Background: an optimization exercise with open tools, aiming at small area, a short achievable clock period and few clock cycles. Do not read the settings as production practice. The RTL was checked by simulation tests, not by an equivalence proof against the original design. Power figures rest on the tool's default switching activity, not on a simulated workload.

## trimuldiv
module trimuldiv (
	input wire clk,
	input wire rst,
	input wire mul_start,
	input wire div_start,
	input wire [17:0] lhs,
	input wire [17:0] rhs,
	output wire mul_done,
	output wire [17:0] mul_res,
	output wire signed [1:0] mul_sf,
	output wire div_done,
	output wire div_by0,
	output wire [17:0] div_quo,
	output wire signed [1:0] div_quo_sf,
	output wire [17:0] div_rem,
	output wire signed [1:0] div_rem_sf
);
Size: about 100 I/O pins, ~0.0050 mm^2 of cells after synthesis.
Settings: LEC_CHECK=0, ABC_AREA=1, CAP_MARGIN=20, CORE_MARGIN=2, CORE_UTILIZATION=40, SLEW_MARGIN=20; clock period 17.0 ns.
standard.sh (not shown) runs the stock make flow with config.mk's settings and CLKGATE_MAP_FILE= SYNTH_SCRIPT=/design/flow/synth_recipe.tcl, a recipe that flattens the netlist after the stock synthesis.
==> flow/flow/run.sh <==
#!/bin/bash
# Standard layout, but with a small buffer cell on every port.
set -euo pipefail
export BUFFER_PORTS_ARGS="-buffer_cell sky130_fd_sc_hd__buf_1"
bash standard.sh > standard.log 2>&1
Testbench counts at the start, summed over its fixed seeds: cycles 35,200.
Change:
==> flow/run.sh (new file) <==
#!/bin/bash
# synth_recipe.tcl (not shown) runs the flow's synth.tcl, then flattens the netlist and writes it again
# the make line also repeats each setting of config.mk as NAME=value (left out here)
make -C /OpenROAD-flow-scripts/flow DESIGN_CONFIG=/design/flow/config.mk WORK_HOME=/design/flow/orfs CLKGATE_MAP_FILE= SYNTH_SCRIPT=/design/flow/synth_recipe.tcl finish
--- a/flow/config.mk
+++ b/flow/config.mk
@@ -6,5 +6,4 @@
 export NUM_CORES = 4
 export LEC_CHECK = 0
-export ABC_AREA = 1
 export CAP_MARGIN = 20
 export CORE_MARGIN = 2
removed: flow/flow/run.sh
removed: flow/standard.sh
After rerunning: Count of clock-buffer cells in the layout falls by 3. Synthesized area rises by a quarter to a third. Die area rises by a quarter to a third.
Change:
--- a/flow/config.mk
+++ b/flow/config.mk
@@ -6,4 +6,5 @@
 export NUM_CORES = 4
 export LEC_CHECK = 0
+export ABC_AREA = 1
 export CAP_MARGIN = 20
 export CORE_MARGIN = 2
What happened: Design area decreases by 18%. Power decreases by about 16%. Routed wire length decreases by about 33%. Setup slack improves by 3500 ps. Worst hold slack degrades by 27 ps. Clock skew decreases by 5.3 ps. Utilization increases by 3.4 points. Via count decreases by about 26%. Area after synthesis decreases by about 22%.
Change:
==> flow/flow/run.sh (new file) <==
#!/bin/bash
# Standard layout, but with a small buffer cell on every port.
set -euo pipefail
export BUFFER_PORTS_ARGS="-buffer_cell sky130_fd_sc_hd__buf_2"
bash standard.sh > standard.log 2>&1
==> flow/standard.sh (new file) <==
#!/bin/bash
# synth_recipe.tcl (not shown) runs the flow's synth.tcl, then flattens the netlist and writes it again
# the make line also repeats each setting of config.mk as NAME=value (left out here)
make -C /OpenROAD-flow-scripts/flow DESIGN_CONFIG=/design/flow/config.mk WORK_HOME=/design/flow/orfs CLKGATE_MAP_FILE= SYNTH_SCRIPT=/design/flow/synth_recipe.tcl "${@:-finish}"
removed: flow/run.sh
Non-clock buffer count is unchanged.
Combinational power goes down by 7.0%.
Via count barely changes.
Routed wire length goes down by 2.5%.
Final cell count stays the same.
Die area does not change.
Cell area goes down by 8.6%.
Worst setup slack is better by 120 ps.
Clock power goes down by about 7%.
Power goes down by 5.8%.
Clock skew goes up by 4.0 ps.

main:
The RTL this note starts from:
==> flow/design.v <==
function tp_(input [1:0] t); tp_ = t[0] & !t[1]; endfunction
function tn_(input [1:0] t); tn_ = t[1]; endfunction
function tz_(input [1:0] t); tz_ = !t[0]; endfunction
function [3:0] tfa(input [1:0] a, input [1:0] b, input cp, input ge);
	reg w2, w1, w0, wm1, wm2, c1, c0, cm, sp, sn, cpo, geo;
	begin
		w2 = tp_(a) & tp_(b);
		wm2 = tn_(a) & tn_(b);
		w1 = (tp_(a) & tz_(b)) | (tz_(a) & tp_(b));
		wm1 = (tn_(a) & tz_(b)) | (tz_(a) & tn_(b));
		w0 = !(w2 | wm2 | w1 | wm1);
		c1 = cp;
		c0 = ge & !cp;
		cm = !ge;
		sp = (w1 & c0) | (w0 & c1) | (w2 & cm) | (wm2 & c0) | (wm1 & cm);
		sn = (wm1 & c0) | (w0 & cm) | (wm2 & c1) | (w2 & c0) | (w1 & c1);
		cpo = (w2 & ge) | (w1 & cp);
		geo = !((wm2 & !cp) | (wm1 & !ge));
		tfa = {cpo, geo, sn, sp | sn};
	end
endfunction
`timescale 1ps / 1ps
`default_nettype none
module trisign #(parameter N = 9) (
	input wire [N-1:0] p,
	input wire [N-1:0] n,
	output wire pos,
	output wire neg
);
generate
	if (N == 1) begin : leaf
		assign pos = p[0];
		assign neg = n[0];
	end else begin : node
		localparam NL = N / 2;
		wire lp, ln, hp, hn;
		trisign #(.N(NL)) lo(.p(p[NL-1:0]), .n(n[NL-1:0]), .pos(lp), .neg(ln));
		trisign #(.N(N-NL)) hi(.p(p[N-1:NL]), .n(n[N-1:NL]), .pos(hp), .neg(hn));
		assign pos = hp | (!hn & lp);
		assign neg = hn | (!hp & ln);
	end
endgenerate
endmodule
`timescale 1ps / 1ps
`default_nettype none
module trimuldiv (
	input wire clk,
	input wire rst,
	input wire mul_start,
	input wire div_start,
	input wire [17:0] lhs,
	input wire [17:0] rhs,
	output wire mul_done,
	output wire [17:0] mul_res,
	output wire signed [1:0] mul_sf,
	output wire div_done,
	output wire div_by0,
	output wire [17:0] div_quo,
	output wire signed [1:0] div_quo_sf,
	output wire [17:0] div_rem,
	output wire signed [1:0] div_rem_sf
);
function tp_(input [1:0] t); tp_ = t[0] & !t[1]; endfunction
function tn_(input [1:0] t); tn_ = t[1]; endfunction
function tz_(input [1:0] t); tz_ = !t[0]; endfunction
function [3:0] tfa(input [1:0] a, input [1:0] b, input cp, input ge);
	reg w2, w1, w0, wm1, wm2, c1, c0, cm, sp, sn, cpo, geo;
	begin
		w2 = tp_(a) & tp_(b);
		wm2 = tn_(a) & tn_(b);
		w1 = (tp_(a) & tz_(b)) | (tz_(a) & tp_(b));
		wm1 = (tn_(a) & tz_(b)) | (tz_(a) & tn_(b));
		w0 = !(w2 | wm2 | w1 | wm1);
		c1 = cp;
		c0 = ge & !cp;
		cm = !ge;
		sp = (w1 & c0) | (w0 & c1) | (w2 & cm) | (wm2 & c0) | (wm1 & cm);
		sn = (wm1 & c0) | (w0 & cm) | (wm2 & c1) | (w2 & c0) | (w1 & c1);
		cpo = (w2 & ge) | (w1 & cp);
		geo = !((wm2 & !cp) | (wm1 & !ge));
		tfa = {cpo, geo, sn, sp | sn};
	end
endfunction
integer i;
reg [17:0] R;
reg [17:0] Q;
reg [17:0] D;
reg [3:0] cnt;
reg busy;
reg isdiv;
reg dm, dd;
reg dz;		 
reg dneg;	 
reg [1:0] S;	 
reg ng;		 
reg [1:0] QS;	 
reg [1:0] MS;	 
wire [1:0] qtop = Q[17:16];
wire tp = isdiv & tp_(qtop);
wire tn = isdiv & tn_(qtop);
wire [17:0] R1 = {R[15:0], tn, tp | tn};
wire [17:0] Q1 = {Q[15:0], 2'b00};
wire s_pos = tp_(S);
wire s_neg = tn_(S);
reg [8:0] q1p, q1n;
always @* begin
	for (i = 0; i < 9; i = i + 1) begin
		q1p[i] = tp_(Q1[2*i+:2]);
		q1n[i] = tn_(Q1[2*i+:2]);
	end
end
wire d_neg = dneg;
wire d_pos = !dneg & !dz;
wire q1_pos, q1_neg;
trisign sgn_q1(.p(q1p), .n(q1n), .pos(q1_pos), .neg(q1_neg));
reg [17:0] N;
always @* begin
	for (i = 0; i < 9; i = i + 1)
		N[2*i+:2] = {D[2*i+1] ^ (ng & D[2*i]), D[2*i]};
end
reg [17:0] L;
reg cp, ge;
reg [3:0] fa;
always @* begin
	cp = 0;
	ge = 1;
	for (i = 0; i < 9; i = i + 1) begin
		fa = tfa(R1[2*i+:2], N[2*i+:2], cp, ge);
		L[2*i+:2] = fa[1:0];
		cp = fa[3];
		ge = fa[2];
	end
end
reg [8:0] lp, ln, wp, wn;
always @* begin
	for (i = 0; i < 9; i = i + 1) begin
		lp[i] = tp_(L[2*i+:2]);
		ln[i] = tn_(L[2*i+:2]);
		wp[i] = (tp_(R1[2*i+:2]) & !ln[i]) | (lp[i] & !tn_(R1[2*i+:2]));
		wn[i] = (tn_(R1[2*i+:2]) & !lp[i]) | (ln[i] & !tp_(R1[2*i+:2]));
	end
end
wire l_pos, l_neg, w_pos, w_neg;
trisign sgn_l(.p(lp), .n(ln), .pos(l_pos), .neg(l_neg));
trisign sgn_w(.p(wp), .n(wn), .pos(w_pos), .neg(w_neg));
wire w_zero = !w_pos && !w_neg;
wire choose_div = (w_pos && s_pos) || (w_neg && s_neg)
	|| (w_zero && ((q1_pos && s_pos) || (q1_neg && s_neg)));
wire choose = isdiv ? choose_div : qtop[0];
wire qt_nz = isdiv && choose_div;
wire [1:0] qtrit = {qt_nz & !ng, qt_nz};
wire [17:0] R_next = choose ? L : R1;
wire [17:0] Q_next = {Q[15:0], qtrit};
wire skip = !S[0] && !Q[16] && !Q[14] && cnt != 0;
wire last = cnt == 0 || (skip && cnt == 1);
wire [1:0] t_next = skip ? Q[13:12] : Q[15:14];
wire tx = isdiv && !last;
wire txp = tx & tp_(t_next);
wire txn = tx & tn_(t_next);
wire sa_pos = l_pos | (!l_neg & txp);	 
wire sa_neg = l_neg | (!l_pos & txn);
wire sb_pos = s_pos | (!s_neg & txp);	 
wire sb_neg = s_neg | (!s_pos & txn);
wire sn_pos = choose ? sa_pos : sb_pos;
wire sn_neg = choose ? sa_neg : sb_neg;
wire ng_a = sa_pos ^ d_neg;
wire ng_b = sb_pos ^ d_neg;
wire ng_next = isdiv ? (choose_div ? ng_a : ng_b) : t_next[1];
reg [8:0] rp_in, rn_in;
always @* begin
	for (i = 0; i < 9; i = i + 1) begin
		rp_in[i] = tp_(rhs[2*i+:2]);
		rn_in[i] = tn_(rhs[2*i+:2]);
	end
end
wire rhs_pos, rhs_neg;
trisign sgn_rhs(.p(rp_in), .n(rn_in), .pos(rhs_pos), .neg(rhs_neg));
wire ng_start = lhs[17] ^ (div_start & !rhs_neg);
wire start = mul_start | div_start;
always @(posedge clk) begin
	if (busy) begin
		R <= R_next;
		Q <= skip ? {Q[13:0], 4'b0} : Q_next;
		S <= {sn_neg, sn_pos | sn_neg};
		ng <= ng_next;
		if (!QS[0])
			QS <= qtrit;
		if (!MS[0])
			MS <= {(tp_(qtop) & d_neg) | (tn_(qtop) & d_pos),
				(tp_(qtop) & d_pos) | (tn_(qtop) & d_neg) | (tp_(qtop) & d_neg) | (tn_(qtop) & d_pos)};
		cnt <= cnt - (skip ? 4'd2 : 4'd1);
	end else begin
		R <= 0;
		Q <= lhs;
		D <= rhs;
		dz <= !rhs_pos & !rhs_neg;
		dneg <= rhs_neg;
		S <= div_start ? lhs[17:16] : 2'b00;
		ng <= ng_start;
		QS <= 0;
		MS <= 0;
		isdiv <= div_start;
		cnt <= 8;
	end
	if (rst) begin
		busy <= 0;
		dm <= 0;
		dd <= 0;
	end else begin
		busy <= busy ? !last : start;
		dm <= busy && last && !isdiv;
		dd <= busy && last && isdiv;
	end
end
assign mul_done = dm;
assign mul_res = R;
assign mul_sf = MS;
assign div_done = dd;
assign div_by0 = dz;
assign div_quo = Q;
assign div_rem = R;
assign div_quo_sf = QS;
assign div_rem_sf = S;
endmodule
Settings: LEC_CHECK=0, ABC_AREA=1, CAP_MARGIN=20, CORE_MARGIN=2, CORE_UTILIZATION=40, SLEW_MARGIN=20; clock period 17.0 ns.
==> flow/flow/run.sh <==
#!/bin/bash
# Standard layout with a small buffer on every port; the timing repairs aim
# for extra setup slack.
set -euo pipefail
export BUFFER_PORTS_ARGS="-buffer_cell sky130_fd_sc_hd__buf_1"
export SETUP_SLACK_MARGIN=12.8
bash standard.sh > standard.log 2>&1
Testbench counts of main, summed over its fixed seeds: cycles 32,955.
The following lists how the feature branch was set up differently from main:
diff --git a/flow/flow/run.sh b/flow/flow/run.sh
--- a/flow/flow/run.sh
+++ b/flow/flow/run.sh
@@ -4,4 +4,5 @@
 set -euo pipefail
 export BUFFER_PORTS_ARGS="-buffer_cell sky130_fd_sc_hd__buf_1"
-export SETUP_SLACK_MARGIN=12.8
+export SETUP_SLACK_MARGIN=12.7
+export TNS_END_PERCENT=0
 bash standard.sh > standard.log 2>&1
Results
Power in the clock group: the feature branch vs main, no meaningful difference. Reported for main and the feature branch, max-cap check violation count turned out identical to the last digit. In the metrics for main and the feature branch, the one carrying the lower pre-CTS worst setup slack is main. The feature branch leaves more setup margin than main. Across both runs, routed wire length was lower for the feature branch than for main. Summary: with main as the reference, length of routed met2 wiring in the feature branch moved down by more than 10%. Via count, main and the feature branch: larger value in main. As far as sequential cell count goes, main and the feature branch are indistinguishable; the numbers are identical. On maximum frequency from static timing analysis, main and the feature branch are neck and neck. Going from main to the feature branch, the relative area of non-clock buffer cells in the final design was found to have gone down by 11 points.

what the ideal ports hide:
In the flow no input, the clock included, has a driving cell. The finished layouts below were timed again as built, in two steps.
Step 1 sets driving cells, clkbuf_16 on the clock port and buf_2 on the other inputs (assumed; they add their load-dependent delay and slew).
Step 2 times the ports against the registers' clock, not the clock port: input delays grow and output delays shrink by t, the midpoint of the rising clock arrivals with the driver on.
a / b / c = no drivers / after step 1 / after step 2; a / b = the first two.
| run | t, ns | setup WS [ns] | hold WS [ns] | cell pins on the clock port's net |
|---|---|---|---|---|
| the first run of note 1 | 0.370 | 12.347 / 12.347 / 12.347 | 0.409 / 0.409 / 0.409 | 1 |
| the second run of note 1 | 0.387 | 8.635 / 8.635 / 8.635 | 0.442 / 0.442 / 0.442 | 1 |
| the third run of note 1 | 0.361 | 12.137 / 12.101 / 12.328 | 0.415 / 0.415 / 0.415 | 1 |
| the fourth run of note 1 | 0.374 | 12.258 / 12.258 / 12.258 | 0.411 / 0.411 / 0.411 | 1 |
| main | 0.377 | 12.645 / 12.605 / 12.314 | 0.486 / 0.486 / 0.486 | 1 |
| the feature branch | 0.368 | 12.653 / 12.614 / 12.306 | 0.483 / 0.483 / 0.483 | 1 |
After both steps setup and hold are still met in every run listed. The setup slack of the feature branch, which loses most, moves by -0.039 ns with the drivers and by -0.347 ns with both steps.
